What follows belongs to an exercise in optimizing a design on an open flow for small area, a short achievable clock period and few clock cycles; a production flow would make more cautious choices. The clock input has no modelled driver; a real chip could not lean on it and would need a root buffer or a full tree. Power and IR drop assume default switching activity.

==> module linear_layer_with_mem, before the edit <==
module linear_layer_with_mem #(
    parameter DATA_WIDTH    = 8,
    parameter W_WIDTH       = 8,
    parameter ACC_WIDTH     = 32,
    parameter ADDR_WIDTH    = 8,
    parameter DATABUS_WIDTH = 32,
    parameter N = 8,
    parameter M = 8
)(
    input  wire clk,
    input  wire rst,
    input  wire start,
    input  wire [ADDR_WIDTH-1:0] activ_base,
    input  wire [ADDR_WIDTH-1:0] weight_base,
    input  wire [ADDR_WIDTH-1:0] bias_base,
    input  wire [ADDR_WIDTH-1:0] output_base,
    output reg mem_w,
    output reg mem_sel,
    output reg done,
    output reg out_valid,
    output wire [ADDR_WIDTH-1:0]    address_bus,
    input  wire [DATABUS_WIDTH-1:0] data_bus_in,
    output wire [DATABUS_WIDTH-1:0] data_bus_out,
    input  wire                     ready
);
    localparam PH_IDLE = 3'b100, PH_ACT = 3'b000, PH_BIAS = 3'b001,
               PH_WGT = 3'b010, PH_OUT = 3'b011, PH_DONE = 3'b111;
    reg [2:0] phase;
    reg [2:0] i, j;        
    reg [1:0] k;           
    reg       busy;        
    reg       rdy_q, rdy_qq;    
    reg [7:0]  act [0:7];
    reg [6:0]  wq;         
    reg [15:0] bl;         
    reg        pneg;       
    reg        psgn;       
    reg [31:0] r;
    reg [7:0]  address;
    assign address_bus  = address;
    assign data_bus_out = r;
    wire xfer = mem_sel & ready;
    wire [7:0] a = act[0];
    wire [9:0] ax = {{2{a[7]}}, a};
    wire [1:0] w = data_bus_in[1:0];
    reg  [9:0] ppx0;
    always @* begin
        case (w)
            2'd0: ppx0 = 10'd0;
            2'd1: ppx0 = ax;
            2'd2: ppx0 = ~{ax[8:0], 1'b0};
            default: ppx0 = ~ax;
        endcase
    end
    wire [2:0] trip = wq[2:0];
    wire s_neg = trip[2] & ~(trip[1] & trip[0]);
    wire s_one = trip[1] ^ trip[0];
    wire s_two = (trip[2] & ~trip[1] & ~trip[0]) | (~trip[2] & trip[1] & trip[0]);
    wire [9:0] ppx = (({10{s_one}} & ax) | ({10{s_two}} & {ax[8:0], 1'b0})) ^ {10{s_neg}};
    reg  [15:0] bsh;
    always @* begin
        case (k)
            2'd0: bsh = {{4{ppx[9]}}, ppx, {2{s_neg}}};
            2'd1: bsh = {{2{ppx[9]}}, ppx, {4{s_neg}}};
            default: bsh = {ppx, {6{s_neg}}};
        endcase
    end
    wire new_w = xfer & (phase == PH_WGT);
    wire [15:0] bl_n   = new_w ? {{6{ppx0[9]}}, ppx0} : busy ? bsh : 16'd0;
    wire        pneg_n = new_w ? w[1] : busy & s_neg;
    wire        psgn_n = new_w ? ppx0[9] : busy & ppx[9];
    wire [15:0] lsum;
    wire        c16;
    llwm_add16 u_add (.a(r[15:0]), .b(bl), .ci(pneg), .s(lsum), .co(c16));
    wire [15:0] hpm;
    llwm_hi u_hi (.h(r[31:16]), .sgn(psgn), .o(hpm));
    wire [31:0] sum = {r[31:16] ^ (hpm & {16{c16 ^ psgn}}), lsum};
    reg [7:0] nbase;
    always @* begin
        case (phase[1:0])
            2'd0: nbase = activ_base;
            2'd1: nbase = bias_base;
            2'd2: nbase = weight_base;
            default: nbase = output_base;
        endcase
    end
    wire [5:0] off  = {i & {3{phase[1] & ~phase[0]}}, j | (i & {3{phase[0]}})};
    wire [5:0] offg = off & {6{rdy_qq}};
    wire [7:0] addr_n = (phase[2] | rdy_q) ? nbase : address + {2'd0, offg};
    always @(posedge clk or posedge rst) begin
        if (rst) begin
            phase <= PH_IDLE;
            i <= 0; j <= 0; k <= 0;
            busy <= 0; rdy_q <= 0; rdy_qq <= 0;
            mem_sel <= 0; mem_w <= 0;
            done <= 0; out_valid <= 0;
        end else begin
            rdy_q <= xfer;
            rdy_qq <= rdy_q;
            out_valid <= mem_w & (xfer | rdy_q);
            mem_w <= (phase == PH_OUT);
            if (busy) begin
                k <= (k == 2'd2) ? 2'd0 : k + 2'd1;
                if (k == 2'd2) busy <= 0;
            end
            if (xfer && phase == PH_WGT) busy <= 1;
            if (xfer && phase == PH_OUT && i == 3'd7) done <= 1;
            if (phase == PH_IDLE)
                mem_sel <= start;
            else if (phase != PH_DONE && !done)
                mem_sel <= ~xfer;
            else
                mem_sel <= 0;
            case (phase)
                PH_IDLE: if (start) phase <= PH_ACT;
                PH_DONE: ;
                default: if (xfer) begin
                    case (phase)
                        PH_ACT: begin
                            j <= j + 3'd1;
                            if (j == 3'd7) phase <= PH_BIAS;
                        end
                        PH_BIAS: phase <= PH_WGT;
                        PH_WGT: begin
                            j <= j + 3'd1;
                            if (j == 3'd7) phase <= PH_OUT;
                        end
                        default: begin
                            i <= i + 3'd1;
                            phase <= (i == 3'd7) ? PH_DONE : PH_BIAS;
                        end
                    endcase
                end
            endcase
        end
    end
    wire rot = busy & (k == 2'd2);
    wire act_ph = (phase == PH_ACT);
    integer n;
    always @(posedge clk) begin
        address <= addr_n;
        wq <= busy ? {2'b00, wq[6:2]} : data_bus_in[7:1];
        bl <= bl_n;
        pneg <= pneg_n;
        psgn <= psgn_n;
        if (act_ph)
            act[7] <= data_bus_in[7:0];
        else if (rot)
            act[7] <= act[0];
        if ((act_ph && rdy_q) || rot)
            for (n = 0; n < 7; n = n + 1) act[n] <= act[n+1];
        r <= (phase == PH_BIAS) ? data_bus_in : sum;
    end
endmodule
export LEC_CHECK = 0
export ABC_AREA = 1
export CAP_MARGIN = 20
export CORE_MARGIN = 2
export CORE_UTILIZATION = 65
export SLEW_MARGIN = 20
create_clock -name core_clock -period 11.0 [get_ports {clk}]
standard.sh (not shown) runs the stock make flow with config.mk's settings and CLKGATE_MAP_FILE= SYNTH_SCRIPT=/design/flow/synth_recipe.tcl, a recipe that flattens the netlist after the stock synthesis.
==> flow/flow/run.sh <==
#!/bin/bash
# Own layout flow: the standard ORFS flow (standard.sh; the synthesis is
# the standard one, run first on its own), with
#  - the make settings listed in flow/knobs.txt (one per line, @WORK@ stands
#    for the work folder): small port buffers and timing repair aimed past the
#    clock period;
#  - the clock tree built by flow/mycts.tcl instead of TritonCTS: the clock
#    port drives a few root cells, each driving some of the leaf cells, each
#    leaf driving the flip-flops of one region; every flip-flop has the same
#    cells on its clock path (two inverters: the clock keeps its polarity).
#    Only that call in a copy of ORFS's cts.tcl is changed.
# Each tool's full output goes to its ORFS log under orfs/logs/; make's own
# output goes to flow_make_*.log in the work folder.
set -euo pipefail
args=()
while IFS= read -r line; do
  [[ -z "$line" || "$line" == \#* ]] && continue
  args+=("${line//@WORK@/$PWD}")
done < flow/knobs.txt
bash standard.sh "${args[@]}" synth > flow_make_synth.log 2>&1
rm -rf myscripts
cp -r "$FLOW_HOME/scripts" myscripts
python3 - <<'PY'
p = 'myscripts/cts.tcl'
s = open(p).read()
old = 'log_cmd clock_tree_synthesis {*}$cts_args'
assert s.count(old) == 1
s = s.replace(old, 'source $::env(MYCTS_TCL)\nmy_cts_auto')
open(p, 'w').write(s)
PY
bash standard.sh "${args[@]}" "SCRIPTS_DIR=$PWD/myscripts" "MYCTS_TCL=$PWD/flow/mycts.tcl" finish > flow_make_finish.log 2>&1
# every port keeps its own buffer
FINAL_ODB=orfs/results/$FLOW_PLATFORM/linear_layer_with_mem/base/6_final.odb openroad -no_init -exit flow/check_ports.tcl > flow_check_ports.log 2>&1
Other scripts of this flow, unchanged in this note and not shown: flow/flow/check_ports.tcl, flow/flow/knobs.txt, flow/flow/mycts.tcl
Then changed:
--- a/flow/design.v
+++ b/flow/design.v
@@ -25,18 +25,18 @@
 );
     localparam PH_IDLE = 3'b100, PH_ACT = 3'b000, PH_BIAS = 3'b001,
                PH_WGT = 3'b010, PH_OUT = 3'b011, PH_DONE = 3'b111;
     reg [2:0] phase;
     reg [2:0] i, j;        
-    reg [1:0] k;           
-    reg       busy;        
-    reg       rdy_q, rdy_qq;    
+    reg [2:0] st;          
+    wire      busy = |st;  
+    reg       rdy_q, rdy_qq, rdy_q3;   
     reg [7:0]  act [0:7];
     reg [6:0]  wq;         
     reg [15:0] bl;         
     reg        pneg;       
-    reg        psgn;       
+    wire       psgn = bl[15];   
     reg [31:0] r;
     reg [7:0]  address;
     assign address_bus  = address;
     assign data_bus_out = r;
     wire xfer = mem_sel & ready;
@@ -57,20 +57,17 @@
     wire s_one = trip[1] ^ trip[0];
     wire s_two = (trip[2] & ~trip[1] & ~trip[0]) | (~trip[2] & trip[1] & trip[0]);
     wire [9:0] ppx = (({10{s_one}} & ax) | ({10{s_two}} & {ax[8:0], 1'b0})) ^ {10{s_neg}};
     reg  [15:0] bsh;
     always @* begin
-        case (k)
-            2'd0: bsh = {{4{ppx[9]}}, ppx, {2{s_neg}}};
-            2'd1: bsh = {{2{ppx[9]}}, ppx, {4{s_neg}}};
-            default: bsh = {ppx, {6{s_neg}}};
-        endcase
+        bsh = ({16{st[0]}} & {{4{ppx[9]}}, ppx, {2{s_neg}}}) |
+              ({16{st[1]}} & {{2{ppx[9]}}, ppx, {4{s_neg}}}) |
+              ({16{st[2]}} & {ppx, {6{s_neg}}});
     end
     wire new_w = xfer & (phase == PH_WGT);
     wire [15:0] bl_n   = new_w ? {{6{ppx0[9]}}, ppx0} : busy ? bsh : 16'd0;
     wire        pneg_n = new_w ? w[1] : busy & s_neg;
-    wire        psgn_n = new_w ? ppx0[9] : busy & ppx[9];
     wire [15:0] lsum;
     wire        c16;
     llwm_add16 u_add (.a(r[15:0]), .b(bl), .ci(pneg), .s(lsum), .co(c16));
     wire [15:0] hpm;
     llwm_hi u_hi (.h(r[31:16]), .sgn(psgn), .o(hpm));
@@ -83,40 +80,37 @@
             2'd2: nbase = weight_base;
             default: nbase = output_base;
         endcase
     end
     wire [5:0] off  = {i & {3{phase[1] & ~phase[0]}}, j | (i & {3{phase[0]}})};
-    wire [5:0] offg = off & {6{rdy_qq}};
-    wire [7:0] addr_n = (phase[2] | rdy_q) ? nbase : address + {2'd0, offg};
+    wire [5:0] offg = off & {6{rdy_q3}};
+    wire [7:0] addr_n = (phase[2] | rdy_qq) ? nbase : address + {2'd0, offg};
     always @(posedge clk or posedge rst) begin
         if (rst) begin
             phase <= PH_IDLE;
-            i <= 0; j <= 0; k <= 0;
-            busy <= 0; rdy_q <= 0; rdy_qq <= 0;
+            i <= 0; j <= 0; st <= 0;
+            rdy_q <= 0; rdy_qq <= 0; rdy_q3 <= 0;
             mem_sel <= 0; mem_w <= 0;
             done <= 0; out_valid <= 0;
         end else begin
             rdy_q <= xfer;
             rdy_qq <= rdy_q;
+            rdy_q3 <= rdy_qq;
             out_valid <= mem_w & (xfer | rdy_q);
             mem_w <= (phase == PH_OUT);
-            if (busy) begin
-                k <= (k == 2'd2) ? 2'd0 : k + 2'd1;
-                if (k == 2'd2) busy <= 0;
-            end
-            if (xfer && phase == PH_WGT) busy <= 1;
+            st <= {st[1:0], xfer & (phase == PH_WGT)};
             if (xfer && phase == PH_OUT && i == 3'd7) done <= 1;
             if (phase == PH_IDLE)
                 mem_sel <= start;
             else if (phase != PH_DONE && !done)
                 mem_sel <= ~xfer;
             else
                 mem_sel <= 0;
             case (phase)
                 PH_IDLE: if (start) phase <= PH_ACT;
                 PH_DONE: ;
-                default: if (xfer) begin
+                default: if (rdy_q) begin
                     case (phase)
                         PH_ACT: begin
                             j <= j + 3'd1;
                             if (j == 3'd7) phase <= PH_BIAS;
                         end
@@ -132,26 +126,26 @@
                     endcase
                 end
             endcase
         end
     end
-    wire rot = busy & (k == 2'd2);
+    wire rot = st[2];
     wire act_ph = (phase == PH_ACT);
+    wire act_last = rdy_q & (j == 3'd7);
     integer n;
     always @(posedge clk) begin
         address <= addr_n;
         wq <= busy ? {2'b00, wq[6:2]} : data_bus_in[7:1];
         bl <= bl_n;
         pneg <= pneg_n;
-        psgn <= psgn_n;
-        if (act_ph)
+        if (act_ph && !act_last)
             act[7] <= data_bus_in[7:0];
         else if (rot)
             act[7] <= act[0];
-        if ((act_ph && rdy_q) || rot)
+        if ((act_ph && rdy_q && !act_last) || rot)
             for (n = 0; n < 7; n = n + 1) act[n] <= act[n+1];
-        r <= (phase == PH_BIAS) ? data_bus_in : sum;
+        r <= (phase == PH_BIAS && !rdy_q) ? data_bus_in : sum;
     end
 endmodule
 module llwm_add16 (
     input  wire [15:0] a,
     input  wire [15:0] b,
Outcome: The new run passed the timing, design-rule and antenna checks. Via count stays flat. Setup slack improved by 17 ps. Power shrinks by 12%. Combinational power came out lower by 71%. Fmax increases by 0.58%.
No functional check of the RTL was part of any run of this note. No run of this note takes its clock network from TritonCTS; it comes from the design's own scripts or RTL.

-- static timing again, ports no longer ideal --
In the flow no input, the clock included, has a driving cell. The finished layouts below were timed again as built, in two steps. Step 1 sets driving cells, clkbuf_16 on the clock port and buf_2 on the other inputs (assumed; they add their load-dependent delay and slew). Step 2, shift: input delay + t, output delay - t, t = (earliest + latest rising clock arrival at the registers) / 2. This alone moves slack from input paths to output paths. Slacks: no drivers / after step 1 / after step 2; pairs: no drivers / after step 1.
run | t (ns) | setup WS [ns] | worst slew at a driven data input, ns | cell pins on the clock port's net
the first run | 0.285 | 8.057 / 7.932 / 7.867 | 0.05 | 4
the second run | 0.286 | 8.073 / 7.927 / 7.946 | 0.06 | 4
After both steps setup and hold are still met in every run listed. The setup slack of the first run, which loses most, moves by -0.125 ns with the drivers and by -0.190 ns with both steps.
